Source: an optimization exercise on an open RTL-to-GDS flow (aim: small area, a short achievable clock period and few clock cycles). Production flows keep margins and buffers that such runs may drop. Only simulation tests tie the RTL to the original design; equivalence was not proved. Power and IR drop assume default switching activity.

[flow/config.mk]
export PLATFORM = sky130hd
export DESIGN_NAME = cpu
export DESIGN_NICKNAME = cpu
export VERILOG_FILES = /design/flow/design.v
export SDC_FILE = /design/flow/constraint.sdc
export NUM_CORES = 4
export LEC_CHECK = 0
export CAP_MARGIN = 20
export CORE_MARGIN = 2
export CORE_UTILIZATION = 40
export PLACE_DENSITY = 0.6
export SLEW_MARGIN = 20
[flow/constraint.sdc]
create_clock -name core_clock -period 9.0 [get_ports {clk}]
set_input_delay 1.8000 -clock core_clock [delete_from_list [all_inputs] [get_ports {clk}]]
set_output_delay 1.8000 -clock core_clock [all_outputs]
set_load 0.01 [all_outputs]
[flow/design.v]
`timescale 1ns / 1ps
module ALU(
        input		[3:0]	control,
		input		[31:0]	a, b,
		output reg	[31:0]	rslt,
		output				zero);
	wire [31:0] sub_ab;
	wire [31:0] add_ab;
	wire 		oflow_add;
	wire 		oflow_sub;
	wire 		oflow;
	wire 		slt;
	assign zero = (0 == rslt);
	assign sub_ab = a - b;
	assign add_ab = a + b;
	assign oflow_add = (a[31] == b[31] && add_ab[31] != a[31]) ? 1 : 0;
	assign oflow_sub = (a[31] == b[31] && sub_ab[31] != a[31]) ? 1 : 0;
	assign oflow = (control == 4'b0000) ? oflow_add : oflow_sub;
	assign slt = oflow_sub ? ~(a[31]) : a[31];
	always @(*) begin
		case (control)
		    4'b0000: rslt <= add_ab;
		    4'b0001: rslt <= sub_ab;
		    4'b0010: rslt <= b << a;
		    4'b0011: rslt <= a | b;
		    4'b0100: rslt <= a & b;
		    4'b0101: rslt <= a < b ? 1 : 0;
		    4'b0110: rslt <= {{31{1'b0}}, slt};
		    4'b0111: rslt <= a ^ b;
			default: rslt <= 0;
		endcase
	end
endmodule
`timescale 1ns / 1ps
module ALU_control(
        input wire [5:0] opcode,
        input wire [5:0] funct,
		input wire [1:0] aluop,
		output reg [3:0] aluctl);
	reg [3:0] alu_funct;
	always @(*) begin
		case(opcode)
			6'b000000:  alu_funct = 4'd0;	 
			6'b000001:  alu_funct = 4'd1;	 
			6'b000010:  alu_funct = 4'd0;   
			6'b010000:  alu_funct = 4'd4;	 
			6'b010001:  alu_funct = 4'd4;   
			6'b010010:  alu_funct = 4'd3;   
			6'b010011:  alu_funct = 4'd7;   
			6'b011000:  alu_funct = 4'd2;   
			6'b100110:  alu_funct = 4'd6;   
			6'b100111:  alu_funct = 4'd6;  
			default: alu_funct = 4'd0;
		endcase
	end
	always @(*) begin
		case(aluop)
			2'd0: aluctl = 4'd0;	 
			2'd1: aluctl = 4'd1;	 
			2'd2: aluctl = alu_funct;
			2'd3: aluctl = 4'd0;	 
			default: aluctl = 0;
		endcase
	end
endmodule
`timescale 1ns / 1ps
module state_control(
input wire [2:0] state,
input wire [5:0] opcode,
output reg [2:0] next_state
    );
    always @ * begin
            next_state = 3'b000;
            if (state == 3'b000) begin
                next_state = 3'b001;
            end
            if (state == 3'b001) begin
                if (opcode == 6'b110100 || opcode == 6'b110101 || opcode == 6'b110110) next_state = 3'b101;
                else if (opcode == 6'b110000 || opcode == 6'b110001) next_state = 3'b010;
                else if (opcode == 6'b111000 || opcode == 6'b111010 || opcode == 6'b111001 || opcode == 6'b111111) next_state = 3'b000;
                else next_state = 3'b110;
            end
            if (state == 3'b110) next_state = 3'b111;
            if (state == 3'b101) next_state = 3'b000;
            if (state == 3'b010) next_state = 3'b011;
            if (state == 3'b011) begin
                if (opcode == 6'b110000) next_state = 3'b000;
                else next_state = 3'b100;
            end
            if (state == 3'b100) next_state = 3'b000;
            if (state == 3'b111) next_state = 3'b000;
        end
endmodule
`timescale 1ns / 1ps
module cpu_control(
        input  wire         clk, rst,
        input  wire [5:0]	opcode,
		output reg			branch_eq, branch_ne, branch_ltz, halt,
		output reg [1:0]	aluop,
		output reg			memread, memwrite, memtoreg, irwrite,
		output reg			regdst, regwrite, alusrc_a, alusrc_b, extsel,
		output reg			jump, jump_link, jump_register,
		output wire [2:0]	state_out
    );
    wire [2:0] next_state;
    reg  [2:0] state;
    assign state_out = state;
    state_control state_ctrl(.state(state), .opcode(opcode), .next_state(next_state));
    always @ (posedge clk) begin
        if (rst) state <= 3'b000;
        else state <= next_state;
    end
	always @ (*) begin
		aluop[1:0]	<= 2'b10;
		alusrc_a		<= 1'b0;
		alusrc_b		<= 1'b0;
		branch_eq	<= 1'b0;
		branch_ne	<= 1'b0;
		branch_ltz  <= 1'b0;
		memread		<= 1'b0;
		memtoreg	<= 1'b0;
		memwrite	<= 1'b0;
		regdst		<= 1'b1;
		regwrite	<= (state == 3'b111 || state == 3'b100) ? 1'b1 : 1'b0;
		jump		<= 1'b0;
        jump_link   <= 1'b0;
        jump_register <= 1'b0;
		halt        <= next_state != 3'b000;
        extsel      <= 1'b1;
        irwrite     <= state == 3'b000;
		case (opcode)
		    6'b010001: begin       
		        extsel <= 0;
		        regdst   <= 1'b0;
		        alusrc_b   <= 1'b1;
		    end
            6'b010011: begin       
                extsel <= 0;
                regdst   <= 1'b0;
                alusrc_b   <= 1'b1;
            end
            6'b010010: begin     
                extsel <= 0;  
                regdst   <= 1'b0; 
                alusrc_b   <= 1'b1;
            end
			6'b110001: begin	 
				memread  <= 1'b1;
				regdst   <= 1'b0;
				memtoreg <= 1'b1;
				aluop[1] <= 1'b0;
				alusrc_b   <= 1'b1;
			end
            6'b110000: begin   
                memwrite <= state == 3'b011;
                aluop[1] <= 1'b0;
                alusrc_b   <= 1'b1;
            end
			6'b000010: begin	 
				regdst   <= 1'b0;
				aluop[1] <= 1'b0;
				alusrc_b   <= 1'b1;
			end
			6'b011000: begin	 
                alusrc_a   <= 1'b1;
            end
			6'b110100: begin	 
				aluop[0]  <= 1'b1;
				aluop[1]  <= 1'b0;
				branch_eq <= 1'b1;
			end
			6'b110101: begin	 
				aluop[0]  <= 1'b1;
				aluop[1]  <= 1'b0;
				branch_ne <= 1'b1;
			end
			6'b110110: begin	 
                branch_ltz <= 1'b1;
            end
            6'b100110: begin	 
                alusrc_b   <= 1'b1;
                regdst  <= 1'b0;
            end
			6'b111000: begin	 
				jump <= 1'b1;
			end
            6'b111001: begin     
                jump <= 1'b1;
                jump_register <= 1'b1;
            end
            6'b111010: begin     
                jump <= 1'b1;
                jump_link <= 1'b1;
                regwrite <= state == 3'b001;
            end
			6'b111111: begin	 
                halt <= 1'b1;
            end
		endcase
	end
endmodule
`timescale 1ns / 1ps
module IR(
    input clk, irwrite,
    input [31:0] inst,
    output reg [31:0] inst_out
    );
    always @(posedge clk) begin
        if (irwrite) begin
            inst_out <= inst;
        end
    end
endmodule
`timescale 1ns / 1ps
module DR(
    input clk,
    input [31:0] data_in,
    output reg [31:0] data_out
    );
    always @(posedge clk) begin
        data_out <= data_in;
    end
endmodule
`timescale 1ns / 1ps
module reg_file(
		input wire			clk, rst,
		input wire  [4:0]	read1, read2, led_read,
		output wire [31:0]	data1, data2, led_data,
		input wire			regwrite,
		input wire	[4:0]	wrreg,
		input wire	[31:0]	wrdata);
    integer i;
	reg [31:0] mem [0:31];
	assign data1 = (read1 == 5'd0) ? 32'b0 : mem[read1];
    assign data2 = (read2 == 5'd0) ? 32'b0 : mem[read2];
    assign led_data = (led_read == 5'd0) ? 32'b0 : mem[led_read];
	always @ (posedge clk) begin
	    if (rst) begin
	       for (i = 0; i < 32; i=i+1) begin
                mem[i] <= 32'd0;
            end
	    end else
		if (regwrite && wrreg != 5'd0) begin
			mem[wrreg] <= wrdata;
		end
	end
endmodule
`timescale 1ns / 1ps
module cpu(
    input wire clk, rst,
    output wire [31:0] imem_addr,
    input  wire [31:0] imem_data,
    output wire [31:0] dmem_addr,
    output wire [31:0] dmem_wdata,
    output wire        dmem_we,
    input  wire [31:0] dmem_rdata,
    input  wire [4:0]  led_read,
    output wire [31:0] led_reg_data,
    output reg         halted
    );
    reg  [31:0] pc, next_pc;
    wire  [31:0] pc4;
    wire [31:0] inst, mem_inst;
    reg         pcsrc;
    wire [31:0] baddr, jaddr;
    wire        irwrite;
    wire        jump, jump_link, jump_register;
    wire [5:0]  opcode;
    wire [4:0]  rs;
    wire [4:0]  rt;
    wire [4:0]  rd;
    wire [5:0]  funct;
    wire [15:0] imm;
    wire [4:0]  shamt;
    wire [31:0] seimm, zeimm, alimm;   
    wire [31:0] rs_data, rt_data;
    wire        regdst;
    wire        branch_eq;
    wire        branch_ne;
    wire        branch_ltz;
    wire        halt;
    wire        memread;
    wire        memwrite;
    wire        memtoreg;
    wire [1:0]  aluop;
    wire        regwrite;
    wire        alusrc_a, alusrc_b, extsel;
    wire [4:0]  wrreg;
    wire [31:0] wrdata;
    wire [2:0]  state;
    wire pcwre;
    assign pcwre = !halt;
    assign pc4 = pc + 4;
    always @ * begin
        if (halt) next_pc = pc; 
        else if (jump && jump_register) next_pc = rs_data;
        else if (jump) next_pc = jaddr;
        else if (pcsrc) next_pc = baddr;
        else next_pc = pc4;
    end
    always @ (posedge clk) begin
        if (rst) begin
            pc <= 0;   
        end 
        else if (pcwre) begin
            pc <= next_pc;
        end
        else begin
            pc <= pc;
        end
    end
    always @ (posedge clk) begin
        if (rst) halted <= 1'b0;
        else if (state == 3'b001 && opcode == 6'b111111) halted <= 1'b1;
    end
    IR ir(.clk(clk), .irwrite(irwrite), .inst(mem_inst), .inst_out(inst));
    assign imem_addr = pc;
    assign mem_inst = imem_data;
    assign opcode   = inst[31:26];
    assign rs       = inst[25:21];
    assign rt       = inst[20:16];
    assign rd       = inst[15:11];
    assign imm      = inst[15:0];
    assign shamt    = inst[10:6];
    assign funct    = inst[5:0];
    assign jaddr    = {pc[31:28], inst[25:0], {2{1'b0}}};
    assign seimm    = {{16{inst[15]}}, inst[15:0]};
    assign zeimm    = {16'd0, inst[15:0]};
    assign baddr = pc4 + (seimm << 2);
    reg_file regs(.clk(clk), .rst(rst),
                  .read1(rs), .read2(rt), .data1(rs_data), .data2(rt_data), 
                  .led_read(led_read), .led_data(led_reg_data),
                  .regwrite(regwrite), .wrreg(wrreg), .wrdata(wrdata));
    cpu_control control(.clk(clk), .rst(rst), .opcode(opcode), .regdst(regdst),
                .branch_eq(branch_eq), .branch_ne(branch_ne), .branch_ltz(branch_ltz),
                .halt(halt),.memread(memread),.memtoreg(memtoreg), .irwrite(irwrite), .aluop(aluop), .extsel(extsel),
                .memwrite(memwrite), .alusrc_a(alusrc_a), .alusrc_b(alusrc_b),
                .regwrite(regwrite), .jump(jump), .jump_link(jump_link), .jump_register(jump_register),
                .state_out(state));
    wire [31:0] alu_data1, alu_data2, data1, data2;
    assign alu_data1 = (alusrc_a) ? shamt : rs_data;
    assign alimm = (extsel ? seimm : imm);
    assign alu_data2 = (alusrc_b) ?  alimm : rt_data;
    DR adr(.clk(clk), .data_in(alu_data1), .data_out(data1));
    DR bdr(.clk(clk), .data_in(alu_data2), .data_out(data2));
    wire [3:0] aluctl;
    ALU_control alu_ctl(.opcode(opcode), .funct(funct), .aluop(aluop), .aluctl(aluctl));
    wire [31:0]    alurslt;
    wire           zero;
    ALU alu(.control(aluctl), .a(data1), .b(data2), .rslt(alurslt), .zero(zero));
    wire [4:0] wrreg_sel;
    assign wrreg_sel = (regdst) ? rd : rt;
    assign wrreg = jump_link ? 5'd31 : wrreg_sel;
    wire [31:0] rdata;
    assign dmem_addr  = alurslt;
    assign dmem_wdata = rt_data;
    assign dmem_we    = memwrite;
    assign rdata      = dmem_rdata;
    always @(*) begin
        pcsrc = (branch_eq & zero) | (branch_ne & ~zero) | (branch_ltz & ~zero);
    end
    wire [31:0] wrdata_buf, wrdata_sel;
    assign wrdata_sel = memtoreg ? rdata : alurslt;
    DR dbdr(.clk(clk), .data_in(wrdata_sel), .data_out(wrdata_buf));
    assign wrdata = jump_link ? pc4 : wrdata_buf;
endmodule
[flow/run.sh]
#!/bin/bash
# synth_recipe.tcl (not shown) runs the flow's synth.tcl, then flattens the netlist and writes it again
# the make line also repeats each setting of config.mk as NAME=value (left out here)
make -C /OpenROAD-flow-scripts/flow DESIGN_CONFIG=/design/flow/config.mk WORK_HOME=/design/flow/orfs CLKGATE_MAP_FILE= SYNTH_SCRIPT=/design/flow/synth_recipe.tcl finish
==> impl_metrics.ini <==
[flow_run]
max-cap-violations = 0

[setup_path]
worstPathMaxFanout = 15
ff2ff_path_depth = 25
cp.arrival_ns = 8.75
r2r_start = bdr.data_out[12]
crit_required_ns = 9.71
startpoint_type = flop
crit_start = bdr.data_out[12]
critPathKind = flop to flop
cp-end-kind = flop

[clock_tree]
clk_latency_ns = 0.81
h-tree-depth = 4
post_cts_buffers = 0
cts_sinks = 1198
cts_root_buf = clkbuf_16
cts_resized = 0
cts_tree = built
cts_inserted_buffers = 139
clk_pin_slew_ns = 0.06
clk_path_buf_depth = 3
cts_hold_buf = 0

[detailed_routing]
routed_wl_mm = 306.9
vias = 56760
wl_per_cell_um = 36.84
dr.pass1.iters = 6
drc_errors = 0
via_per_inst = 6.813
antenna_left = 0
drtIter0Drc = 8535

[min_path]
hold_path_class = flop to flop
holdPathStages = 2
min_from = halted

[die]
core_sq_um = 188200
start_util_pct = 40.37
row_count = 159
die_x_um = 439.8
dieHeight_um = 439.8
ios = 201
dieArea_sq_um = 193400

[synth]
netlist_area_sq_um = 75970
ys.flop_type = edfxtp_1
synth-edff-count = 1056
async_flop_share_pct = 0
synth_top_area_share_pct = 41.74
synthesis.instances = 5707
synth_top_area_cell = edfxtp_1
synth_area_leaders = edfxtp_1, mux4_2, nor2_1
syn_area_per_cell_sq_um = 13.31
yosys.cell_types.count = 96
yosysSeqAreaShare_pct = 45.48
synth_seq_cells = 1198
yosysWarnings = 8

[timing]
setup_viol = 0
max_slew.worst_pin.slew_ns = 1.249
post-route-min-period_ns = 8.039
fin_crit_sh_pct = 89.32
holdWs_ns = 0.4760
hold_viol = 0
maxSlewHeadroom_pct = 16.72
finalSetupTns_ns = 0
max_freq_mhz = 124.4
maxSlewViolCount = 0
fin_skew_ns = 0.04327
setup_slack_ns = 0.9609
rsz0062_at_grt = no

[power]
switchingPower_mw = 9.699
p_leak_nw = 30.34
pwr_density_cell_nw_per_um2 = 279.7
ir_drop_mv = 0.2334
p_sw_share_pct = 40.29
power_frac_clock_pct = 24.4
p_comb_share_pct = 45.3
p_seq_share_pct = 30.3
internal_power_mw = 14.38

[place]
hpwl_mm = 194.3
pre_cts_slack_ns = 1.318
gp_congestion = 0.9855
portBuffers = 200

[cells_and_area]
final_cell_mix = nor2_1, edfxtp_1, mux4_2, nand2_1, clkdlybuf4s50_1
area_delta_synth_final_pct = 13.29
final_common_cell = nor2_1
drive_above_1_share_pct = 28.19
final_nets = 5933

[global_routing]
grt.overflow.total = 0
grt_pass1_wl_mm = 428.4
grtUsageTotal_pct = 31.56
grt_max_degree = 105
grt_antenna_before_repair = 9
grt_pass1_vias = 55160

[outcome]
status = finished clean
power groups by stage:
stage	Sequential (mW)	Clock, mW	Combinational, mW
3_5_place_dp	7.36	0	10.6
2_1_floorplan	6.90	0	6.78
6_report	7.29	5.88	10.9
4_1_cts	7.25	5.90	10.6
3_3_place_gp	7.34	0	10.5
5_1_grt	7.32	6.11	11.4
per-layer routing:
metal / part of all wire, % / track usage [%] / vias up
met5: 0.011 / 0 / -
met4: 8.0 / 20.97 / 6
met3: 12 / 8.368 / 1041
met2: 44 / 47.10 / 4371
met1: 36 / 40.55 / 29100
li1: - / - / 22240
cell families after synthesis:
family / synth area share (%)
other: 0.004936
XOR/XNOR: 0.6917
adder cells (fa/ha/maj): 2.411
buffers and inverters: 3.399
AO/OA/AOI/OAI: 5.198
flip-flops: 45.48
AND/OR/NAND/NOR: 9.852
multiplexers: 32.96
path summary, 6_finish.rpt:
| kind | end | slack (ns) |
|---|---|---|
| hold reg to reg | halted | 0.48 |
| setup / recovery | pc[6] | 0.96 |
| setup reg to reg | pc[6] | 0.96 |
| hold / removal | halted | 0.48 |
critical path, stage by stage (launching register included):
cell,delay (ns)
dfxtp_1,0.58
inv_1,0.12
ha_1,0.47
nor4_1,0.73
o21ai_0,0.34
a31oi_1,0.39
o31ai_1,0.16
nand3_1,0.18
a21oi_1,0.11
o21bai_1,0.14
a21oi_1,0.10
o21bai_1,0.17
fa_1,0.19
nor3_1,0.05
nor3_1,0.77
nand4b_1,0.28
nor4_1,0.24
nand3_1,0.19
nor4_1,0.66
nand4_1,0.39
or3_1,0.47
o21ai_1,0.16
nor3b_4,0.22
buf_4,0.35
mux2_4,0.34
a21oi_1,0.13
registers in the layout (all words and copies together) (netlist names), named ones only:
name	count
ir.inst_out	32
halted	1
pc	32
regs.mem	1024
control.state	3
bdr.data_out	32
dbdr.data_out	32
adr.data_out	32
layout make-up:
cell class                      count  area [sq um]
Antenna cell                        8         20.02
Sequential cell                  1198         34590
Timing Repair Buffer              392          3752
Multi-Input combinational cell   3872         39520
Clock inverter                     73         840.8
Fill cell                       16670        102100
Clock buffer                      178          3781
Inverter                          115         431.7
Tap cell                         2495          3122
synthesized netlist by cell type (7+ instances only):
cell	number
nor2_1	1217
edfxtp_1	1056
mux4_2	999
clkbuf_1	433
nand2_1	282
mux2i_1	170
a21oi_1	167
dfxtp_1	142
ha_1	140
o21ai_0	120
inv_1	113
buf_1	99
mux2_2	72
nand3_1	49
o211ai_1	45
xnor2_1	43
nand2b_1	39
and2_1	36
a221oi_1	35
nor3_1	34
a31oi_1	30
a21o_1	26
nor2b_1	26
and3_1	24
nor4_1	18
xor2_1	17
a211oi_1	15
o21bai_1	15
or2_2	14
o21a_1	13
nand4_1	12
o22ai_1	12
buf_2	11
a221o_1	9
o31ai_1	9
o21ai_1	8
o221ai_1	8
a211o_1	7
buf_6	7
per-stage QoR:
| step | util [%] | power, mW | area, sq um | cells |
|---|---|---|---|---|
| floorplan | - | 13.68 | 76080 | 5738 |
| global placement | 43.11 | 17.87 | 81130 | 8061 |
| detailed placement | 43.15 | 17.92 | 81200 | 8063 |
| CTS | 45.60 | 23.76 | 85830 | 8314 |
| global route | 45.72 | 24.83 | 86040 | 8323 |
| finish | 45.73 | 24.07 | 86060 | 8331 |
Testbench counts, summed over its fixed seeds: cycles 187,669.

-- separate check: timing with driven ports --
How much do the figures lean on ideal ports? The routed layout below was timed once more, with nothing changed but the port constraints. Step 1: set_driving_cell puts a clkbuf_16 on clk and a buf_2 on each other input, an assumption about the parent block. Step 2 times the ports against the registers' clock, not the clock port: input delays grow and output delays shrink by t, the midpoint of the rising clock arrivals with the driver on. Slacks: ideal / step 1 / step 2; pairs: ideal / step 1.
shift t [ns]: 0.875
setup WS [ns]: 0.961 / 0.953 / 0.961
hold slack, ns: 0.476 / 0.476 / 0.476
After both steps setup and hold are still met in this run. For this run, drivers alone change the setup slack by -0.008 ns; drivers and shift together by 0.000 ns.
